Context: an optimization exercise on an open-source flow, tuned for small area and a short achievable clock period. The choices shown serve that exercise and are no tape-out recipe.
RTL that was checked went through simulation tests only; none was proved equivalent to the original.
Power and IR drop assume default switching activity.

// RISC_TOY_SYS
module RISC_TOY_SYS (
    input  wire          CLK,
    input  wire          RSTN,
    output wire          IREQ,
    output wire [29:0]   IADDR,
    input  wire [31:0]   INSTR,
    output wire          DREQ,
    output wire [1:0]    DRW,
    output wire [29:0]   DADDR,
    output wire [31:0]   DWDATA,
    input  wire [31:0]   DRDATA,
    output wire [31:0]   CONSIG,
    input  wire [31:0]   IPIN,
    output wire [31:0]   IPOUT
);
    wire [31:0] consig_d;    
    RISC_TOY u_core (
        .CLK    (CLK),
        .RSTN   (RSTN),
        .IREQ   (IREQ),
        .IADDR  (IADDR),
        .INSTR  (INSTR),
        .DREQ   (DREQ),
        .DRW    (DRW),
        .DADDR  (DADDR),
        .DWDATA (DWDATA),
        .CONSIG (CONSIG),
        .CONSIG_D (consig_d),
        .DRDATA (DRDATA)
    );
    CUSTOM_IP u_ip (
        .CLK    (CLK),
        .RSTN   (RSTN),
        .IPIN   (IPIN),
        .CON    (CONSIG),
        .CON_D  (consig_d),
        .IPOUT  (IPOUT)
    );
endmodule
==> flow/config.mk <==
export PLATFORM = sky130hd
export DESIGN_NAME = RISC_TOY_SYS
export DESIGN_NICKNAME = RISC_TOY_SYS
export VERILOG_FILES = /design/flow/design.v
export SDC_FILE = /design/flow/constraint.sdc
export NUM_CORES = 8
export LEC_CHECK = 0
export CAP_MARGIN = 20
export CORE_MARGIN = 2
export CORE_UTILIZATION = 55
export CTS_BUF_LIST = sky130_fd_sc_hd__clkbuf_8
export CTS_CLUSTER_DIAMETER = 80
export CTS_CLUSTER_SIZE = 14
export SETUP_SLACK_MARGIN = 0.2
export SLEW_MARGIN = 20
==> flow/constraint.sdc <==
create_clock -name core_clock -period 14.0 [get_ports {CLK}]
set_input_delay 2.8000 -clock core_clock [delete_from_list [all_inputs] [get_ports {CLK}]]
set_output_delay 2.8000 -clock core_clock [all_outputs]
set_load 0.01 [all_outputs]
standard.sh (not shown) runs the stock make flow with config.mk's settings and CLKGATE_MAP_FILE= SYNTH_SCRIPT=/design/flow/synth_recipe.tcl, a recipe that flattens the netlist after the stock synthesis.
==> flow/flow/run.sh <==
#!/bin/bash
# Own flow for RISC_TOY_SYS. Runs in the standard flow's work folder (design.v,
# config.mk, standard.sh, synth_recipe.tcl, flow/, out/).
#  1. design_gl.v: design.v with two combinational modules replaced by
#     gate-level ones (flow/gen_gl.py): the register file's read selector
#     (RFREAD, an a222oi AND-OR tree) and the EX operand selector's last
#     gate (OPMUX, a21o). They have no registers, so the registers are the
#     standard synthesis's.
#  2. Synthesis is synth_recipe.tcl with the ABC pass called through a Tcl
#     proc (same arguments; the script is flow/abc.script if present).
#  3. the standard layout (standard.sh) with small port buffers
#     (buf_2) instead of buffer_ports' default delay cells, and repair_timing
#     aimed below the clock period (the SDC is unchanged); clock tree
#     synthesis without dummy loads; RSTN and IREQ pins side by side
#     (flow/io.tcl).
# Each tool's output goes to a log file of its own here.
set -euo pipefail
W=$(pwd)
python3 flow/gen_gl.py "$W/rfread_gl.v" > gen_gl.log 2>&1
python3 - "$W/design.v" "$W/rfread_gl.v" "$W/design_gl.v" > design_gl.log 2>&1 <<'PY'
import re, sys
src = open(sys.argv[1]).read()
gl = open(sys.argv[2]).read()
for m in ("RFREAD", "OPMUX"):
    pat = re.compile(r"\bmodule\s+" + m + r"\b.*?\bendmodule\b", re.S)
    assert len(pat.findall(src)) == 1, m + " not found exactly once"
    src = pat.sub("", src)
open(sys.argv[3], "w").write(src + "\n" + gl)
print("design_gl.v written")
PY
# ABC: ORFS's script, or flow/abc.script when there is one
if [[ -f flow/abc.script ]]; then
  ABCP="set i [lsearch \$args -script]; if {\$i >= 0} { lset args [expr {\$i+1}] $W/flow/abc.script }; "
else
  ABCP=""
fi
{
  echo 'proc synth {args} { yosys synth -nofsm -noshare {*}$args }'
  echo "proc abc {args} { ${ABCP}yosys abc {*}\$args }"
  tail -n +2 synth_recipe.tcl
} > my_synth.tcl
bash standard.sh \
  "VERILOG_FILES=$W/design_gl.v" \
  "SYNTH_SCRIPT=$W/my_synth.tcl" \
  "BUFFER_PORTS_ARGS=-buffer_cell sky130_fd_sc_hd__buf_2" \
  "SETUP_SLACK_MARGIN=8.3" \
  "IO_CONSTRAINTS=$W/flow/io.tcl" \
  "CTS_ARGS=-sink_clustering_enable -repair_clock_nets -sink_clustering_size 14 -sink_clustering_max_diameter 80 -buf_list sky130_fd_sc_hd__clkbuf_8 -dont_use_dummy_load" \
  finish > standard_flow.log 2>&1
==> flow/flow/io.tcl <==
# Keep RSTN and IREQ (IREQ = RSTN through the two port buffers) side by side.
set_io_pin_constraint -pin_names {RSTN IREQ} -group -order
Other scripts of this flow, unchanged in this note and not shown: flow/flow/gen_gl.py
Edit:
--- a/flow/flow/run.sh
+++ b/flow/flow/run.sh
@@ -13,4 +13,3 @@
 #     aimed below the clock period (the SDC is unchanged); clock tree
-#     synthesis without dummy loads; RSTN and IREQ pins side by side
-#     (flow/io.tcl).
+#     synthesis without dummy loads.
 # Each tool's output goes to a log file of its own here.
@@ -45,4 +44,3 @@
   "BUFFER_PORTS_ARGS=-buffer_cell sky130_fd_sc_hd__buf_2" \
-  "SETUP_SLACK_MARGIN=8.3" \
-  "IO_CONSTRAINTS=$W/flow/io.tcl" \
+  "SETUP_SLACK_MARGIN=8.4" \
   "CTS_ARGS=-sink_clustering_enable -repair_clock_nets -sink_clustering_size 14 -sink_clustering_max_diameter 80 -buf_list sky130_fd_sc_hd__clkbuf_8 -dont_use_dummy_load" \
==> flow/flow/abc.script (new file) <==
&get -n
&st
&dch
&nf
&st
&syn2
&if -g -K 6
&synch2
&nf
&st
&syn2
&if -g -K 6
&synch2
&nf
&st
&syn2
&if -g -K 6
&synch2
&nf
&st
&syn2
&if -g -K 6
&synch2
&nf
&st
&syn2
&if -g -K 6
&synch2
&nf
&put
topo
stime -c
removed: flow/flow/io.tcl
The new run produced a clean layout.
Worst setup slack degrades by 0.050 ns.
Wire length climbs by 0.69%.
Cell area climbs by 0.31%.
Count of clock-buffer cells in the layout climbs by 1.
Edit:
--- a/flow/flow/run.sh
+++ b/flow/flow/run.sh
@@ -13,3 +13,4 @@
 #     aimed below the clock period (the SDC is unchanged); clock tree
-#     synthesis without dummy loads.
+#     synthesis without dummy loads; RSTN and IREQ pins side by side
+#     (flow/io.tcl).
 # Each tool's output goes to a log file of its own here.
@@ -45,2 +46,3 @@
   "SETUP_SLACK_MARGIN=8.4" \
+  "IO_CONSTRAINTS=$W/flow/io.tcl" \
   "CTS_ARGS=-sink_clustering_enable -repair_clock_nets -sink_clustering_size 14 -sink_clustering_max_diameter 80 -buf_list sky130_fd_sc_hd__clkbuf_8 -dont_use_dummy_load" \
==> flow/flow/io.tcl (new file) <==
# Keep RSTN and IREQ (IREQ = RSTN through the two port buffers) side by side.
set_io_pin_constraint -pin_names {RSTN IREQ} -group -order
removed: flow/flow/abc.script
The changed run finished clean.
Maximum frequency rises by 0.55%.
Worst setup slack is better by 0.032 ns.
Hold slack gains 0.024 ns.
First-iteration DRC count is lower by 2.6%.

---

Setup of try-amber:
Another version of the RTL of RISC_TOY_SYS (not shown whole).
For scale: about 260 I/O pins.
Settings: LEC_CHECK=0, CAP_MARGIN=20, CORE_MARGIN=2, CORE_UTILIZATION=55, CTS_BUF_LIST=sky130_fd_sc_hd__clkbuf_8, CTS_CLUSTER_DIAMETER=80, CTS_CLUSTER_SIZE=14, SETUP_SLACK_MARGIN=0.2, SLEW_MARGIN=20; clock period 14.0 ns.
==> flow/flow/run.sh <==
#!/bin/bash
# Own flow for RISC_TOY_SYS. Runs in the standard flow's work folder (design.v,
# config.mk, standard.sh, synth_recipe.tcl, flow/, out/).
#  1. design_gl.v: design.v with three combinational modules replaced by
#     gate-level ones (flow/gen_gl.py): the register file's read selector
#     (RFREAD, an a222oi AND-OR tree), the EX operand selector's last gate
#     (OPMUX, a21o) and the shifter (SHIFT32, mux2/mux2i). They have no
#     registers, so the registers are the standard synthesis's.
#  2. Synthesis is synth_recipe.tcl with the ABC pass called through a Tcl
#     proc (same arguments; the script is flow/abc.script if present).
#  3. the standard layout (standard.sh) with small port buffers
#     (buf_2) instead of buffer_ports' default delay cells, and repair_timing
#     aimed below the clock period (the SDC is unchanged); clock tree
#     synthesis without dummy loads; RSTN and IREQ pins side by side
#     (flow/io.tcl).
# Each tool's output goes to a log file of its own here.
set -euo pipefail
W=$(pwd)
python3 flow/gen_gl.py "$W/rfread_gl.v" > gen_gl.log 2>&1
python3 - "$W/design.v" "$W/rfread_gl.v" "$W/design_gl.v" > design_gl.log 2>&1 <<'PY'
import re, sys
src = open(sys.argv[1]).read()
gl = open(sys.argv[2]).read()
for m in ("RFREAD", "OPMUX", "SHIFT32"):
    pat = re.compile(r"\bmodule\s+" + m + r"\b.*?\bendmodule\b", re.S)
    assert len(pat.findall(src)) == 1, m + " not found exactly once"
    src = pat.sub("", src)
open(sys.argv[3], "w").write(src + "\n" + gl)
print("design_gl.v written")
PY
# ABC: ORFS's script, or flow/abc.script when there is one
if [[ -f flow/abc.script ]]; then
  ABCP="set i [lsearch \$args -script]; if {\$i >= 0} { lset args [expr {\$i+1}] $W/flow/abc.script }; "
else
  ABCP=""
fi
{
  echo 'proc synth {args} { yosys synth -nofsm -noshare {*}$args }'
  echo "proc abc {args} { ${ABCP}yosys abc {*}\$args }"
  tail -n +2 synth_recipe.tcl
} > my_synth.tcl
bash standard.sh \
  "VERILOG_FILES=$W/design_gl.v" \
  "SYNTH_SCRIPT=$W/my_synth.tcl" \
  "BUFFER_PORTS_ARGS=-buffer_cell sky130_fd_sc_hd__buf_2" \
  "SETUP_SLACK_MARGIN=8.4" \
  "IO_CONSTRAINTS=$W/flow/io.tcl" \
  "CTS_ARGS=-sink_clustering_enable -repair_clock_nets -sink_clustering_size 14 -sink_clustering_max_diameter 80 -buf_list sky130_fd_sc_hd__clkbuf_8 -dont_use_dummy_load" \
  finish > standard_flow.log 2>&1
Other scripts of this flow, unchanged in this note and not shown: flow/flow/gen_gl.py, flow/flow/io.tcl
No crash in try-amber: every stage finished, but the layout fails its final checks due to max-capacitance violations, max-slew violations.
Modified inputs, try-fjord compared to try-amber
- swapping 20 for 25 in CAP_MARGIN
- swapping 20 for 25 in SLEW_MARGIN
- Status for try-fjord and try-amber: clean finish in try-fjord only
- try-amber: flow complete, layout not clean; failing: max-capacitance violations, max-slew violations
- try-fjord vs. try-amber: hold-critical path depth comparable, total routed wirelength saw a decrease, core utilization essentially unchanged, count of clock-buffer cells in the layout went up by 2.
- The total power of try-amber and that of try-fjord are within noise of each other.
- The run showing the smaller number of antenna violations at the first check in global routing is try-fjord.
- On final count of pins violating max slew: try-fjord sits below try-amber.
- Relative to try-amber, fraction of the cycle the final worst path needs decreased by 1.3 points in try-fjord.
- In terms of post-route standard cell area excluding fillers, try-fjord and try-amber differ only marginally.
Changes in try-cedar relative to try-fjord:
-- flow/flow/run.sh --
<<< try-fjord, line 45
  "BUFFER_PORTS_ARGS=-buffer_cell sky130_fd_sc_hd__buf_2" \
  "SETUP_SLACK_MARGIN=8.4" \
  "IO_CONSTRAINTS=$W/flow/io.tcl" \
>>> try-cedar, line 45
  "BUFFER_PORTS_ARGS=-buffer_cell sky130_fd_sc_hd__buf_2" \
  "SETUP_SLACK_MARGIN=8.5" \
  "IO_CONSTRAINTS=$W/flow/io.tcl" \
### Flow results
- Where number of violations reported at the end of detailed-routing iteration 0 is concerned, try-fjord is outperformed by try-cedar.
- try-cedar ended with more initial antenna violation count than try-fjord.
- Minimum clock period after layout: try-cedar and try-fjord compared, higher one is try-fjord
- Comparing try-cedar with try-fjord, the placed instance area came out essentially unchanged.
- try-cedar vs try-fjord: number of clock-tree buffers in the layout down slightly
- The lower total clock buffers created by CTS of try-cedar and try-fjord is in try-cedar.
- try-cedar against try-fjord: final setup violation count about even; fraction of power spent switching nets shows an increase of 0.16 points; final weighted congestion in routability-driven placement now sits lower; total power density per cell area comparable; largest net degree at the start of global routing lower.
No functional check of the RTL was part of any run of this note.

---

run A:
RISC_TOY_SYS, a different RTL version from the one above (not shown whole).
For scale: about 6,800 cells after synthesis, roughly 1,800 flip-flops.
export LEC_CHECK = 0
export CAP_MARGIN = 25
export CORE_MARGIN = 2
export CORE_UTILIZATION = 55
export CTS_BUF_LIST = sky130_fd_sc_hd__clkbuf_8
export CTS_CLUSTER_DIAMETER = 80
export CTS_CLUSTER_SIZE = 14
export SETUP_SLACK_MARGIN = 0.2
export SLEW_MARGIN = 25
create_clock -name core_clock -period 14.0 [get_ports {CLK}]
==> flow/flow/run.sh <==
#!/bin/bash
# Own flow for RISC_TOY_SYS. Runs in the standard flow's work folder (design.v,
# config.mk, standard.sh, synth_recipe.tcl, flow/, out/).
#  1. design_gl.v: design.v with three combinational modules replaced by
#     gate-level ones (flow/gen_gl.py): the register file's read selector
#     (RFREAD, an a222oi AND-OR tree), the EX operand selector's last gate
#     (OPMUX, a21o) and the shifter (SHIFT32, mux2/mux2i). They have no
#     registers, so the registers are the standard synthesis's.
#  2. Synthesis is synth_recipe.tcl with the ABC pass called through a Tcl
#     proc (same arguments; the script is flow/abc.script if present).
#  3. the standard layout (standard.sh) with small port buffers
#     (buf_2) instead of buffer_ports' default delay cells, and repair_timing
#     aimed below the clock period (the SDC is unchanged); clock tree
#     synthesis without dummy loads; RSTN and IREQ pins side by side
#     (flow/io.tcl).
# Each tool's output goes to a log file of its own here.
set -euo pipefail
W=$(pwd)
python3 flow/gen_gl.py "$W/rfread_gl.v" > gen_gl.log 2>&1
python3 - "$W/design.v" "$W/rfread_gl.v" "$W/design_gl.v" > design_gl.log 2>&1 <<'PY'
import re, sys
src = open(sys.argv[1]).read()
gl = open(sys.argv[2]).read()
for m in ("RFREAD", "OPMUX", "SHIFT32"):
    pat = re.compile(r"\bmodule\s+" + m + r"\b.*?\bendmodule\b", re.S)
    assert len(pat.findall(src)) == 1, m + " not found exactly once"
    src = pat.sub("", src)
open(sys.argv[3], "w").write(src + "\n" + gl)
print("design_gl.v written")
PY
# ABC: ORFS's script, or flow/abc.script when there is one
if [[ -f flow/abc.script ]]; then
  ABCP="set i [lsearch \$args -script]; if {\$i >= 0} { lset args [expr {\$i+1}] $W/flow/abc.script }; "
else
  ABCP=""
fi
{
  echo 'proc synth {args} { yosys synth -nofsm -noshare {*}$args }'
  echo "proc abc {args} { ${ABCP}yosys abc {*}\$args }"
  tail -n +2 synth_recipe.tcl
} > my_synth.tcl
bash standard.sh \
  "VERILOG_FILES=$W/design_gl.v" \
  "SYNTH_SCRIPT=$W/my_synth.tcl" \
  "BUFFER_PORTS_ARGS=-buffer_cell sky130_fd_sc_hd__buf_2" \
  "SETUP_SLACK_MARGIN=8.45" \
  "IO_CONSTRAINTS=$W/flow/io.tcl" \
  "CTS_ARGS=-sink_clustering_enable -repair_clock_nets -sink_clustering_size 14 -sink_clustering_max_diameter 80 -buf_list sky130_fd_sc_hd__clkbuf_8 -dont_use_dummy_load" \
  finish > standard_flow.log 2>&1
Other scripts of this flow, unchanged in this note and not shown: flow/flow/gen_gl.py, flow/flow/io.tcl
Run A completed end to end with timing, DRC and antenna clean.
[inputs] run B vs run A
diff --git a/flow/flow/run.sh b/flow/flow/run.sh
--- a/flow/flow/run.sh
+++ b/flow/flow/run.sh
@@ -14 +14,3 @@
-#     synthesis without dummy loads; RSTN and IREQ pins side by side
+#     synthesis without dummy loads; timing repaired after global routing
+#     only (not after clock tree synthesis, nor before placement, where
+#     synthesis buffers are just removed); RSTN and IREQ pins side by side
@@ -46 +48,3 @@
-  "SETUP_SLACK_MARGIN=8.45" \
+  "SETUP_SLACK_MARGIN=8.4" \
+  "SKIP_CTS_REPAIR_TIMING=1" \
+  "REMOVE_ABC_BUFFERS=1" \
The final wirelength of run B exceeds that of run A by 0.88%.
The combinational group share of total power on run A is in line with that on run B.
The clock period minus worst slack of run B and that of run A are within noise of each other.
Cmp run B and run A / detailed-route wire length per cell / lower: run A
Diff run A -> run B | post-DP HPWL | increase of 0.80%
Run B vs run A, worst slack on hold paths went down by 0.020 ns.

==> separate check: timing with driven ports <==
In the flow no input, the clock included, has a driving cell. The finished layouts below were timed again as built, in two steps.
Step 1 (the two cells are an assumption about what drives the block):
set clk [get_ports {CLK}]
set_driving_cell -lib_cell sky130_fd_sc_hd__clkbuf_16 $clk
set_driving_cell -lib_cell sky130_fd_sc_hd__buf_2 [delete_from_list [all_inputs] $clk]
Step 2 also shifts input and output timing later by t, the mid clock arrival at the registers, as if the neighbouring blocks saw the same clock.
Three values: ideal, step 1, step 2; two values: the first two.
| run | t, ns | setup WS [ns] | worst hold slack (ns) | clock arrival spread, ns | cell pins on the clock port's net |
|---|---|---|---|---|---|
| the first run of note 1 | 1.023 | 8.187 / 7.942 / 7.204 | 0.344 / 0.344 / 0.344 | 0.118 / 0.118 | 1 |
| the second run of note 1 | 1.012 | 8.138 / 7.873 / 7.183 | 0.308 / 0.308 / 0.308 | 0.141 / 0.141 | 1 |
| the third run of note 1 | 1.052 | 8.170 / 7.917 / 7.250 | 0.332 / 0.332 / 0.332 | 0.121 / 0.121 | 1 |
| try-amber | 0.997 | 7.999 / 7.941 / 6.957 | 0.349 / 0.349 / 0.349 | 0.130 / 0.131 | 1 |
| try-fjord | 1.030 | 8.185 / 7.873 / 7.283 | 0.290 / 0.290 / 0.290 | 0.122 / 0.121 | 1 |
| try-cedar | 1.008 | 8.188 / 7.938 / 7.302 | 0.329 / 0.329 / 0.329 | 0.120 / 0.121 | 1 |
| run A | 1.018 | 8.189 / 7.917 / 7.297 | 0.345 / 0.345 / 0.345 | 0.131 / 0.131 | 1 |
| run B | 1.015 | 8.189 / 7.844 / 7.229 | 0.326 / 0.326 / 0.326 | 0.120 / 0.120 | 1 |
For try-amber, which loses most, drivers alone change the setup slack by -0.058 ns; drivers and shift together by -1.042 ns.
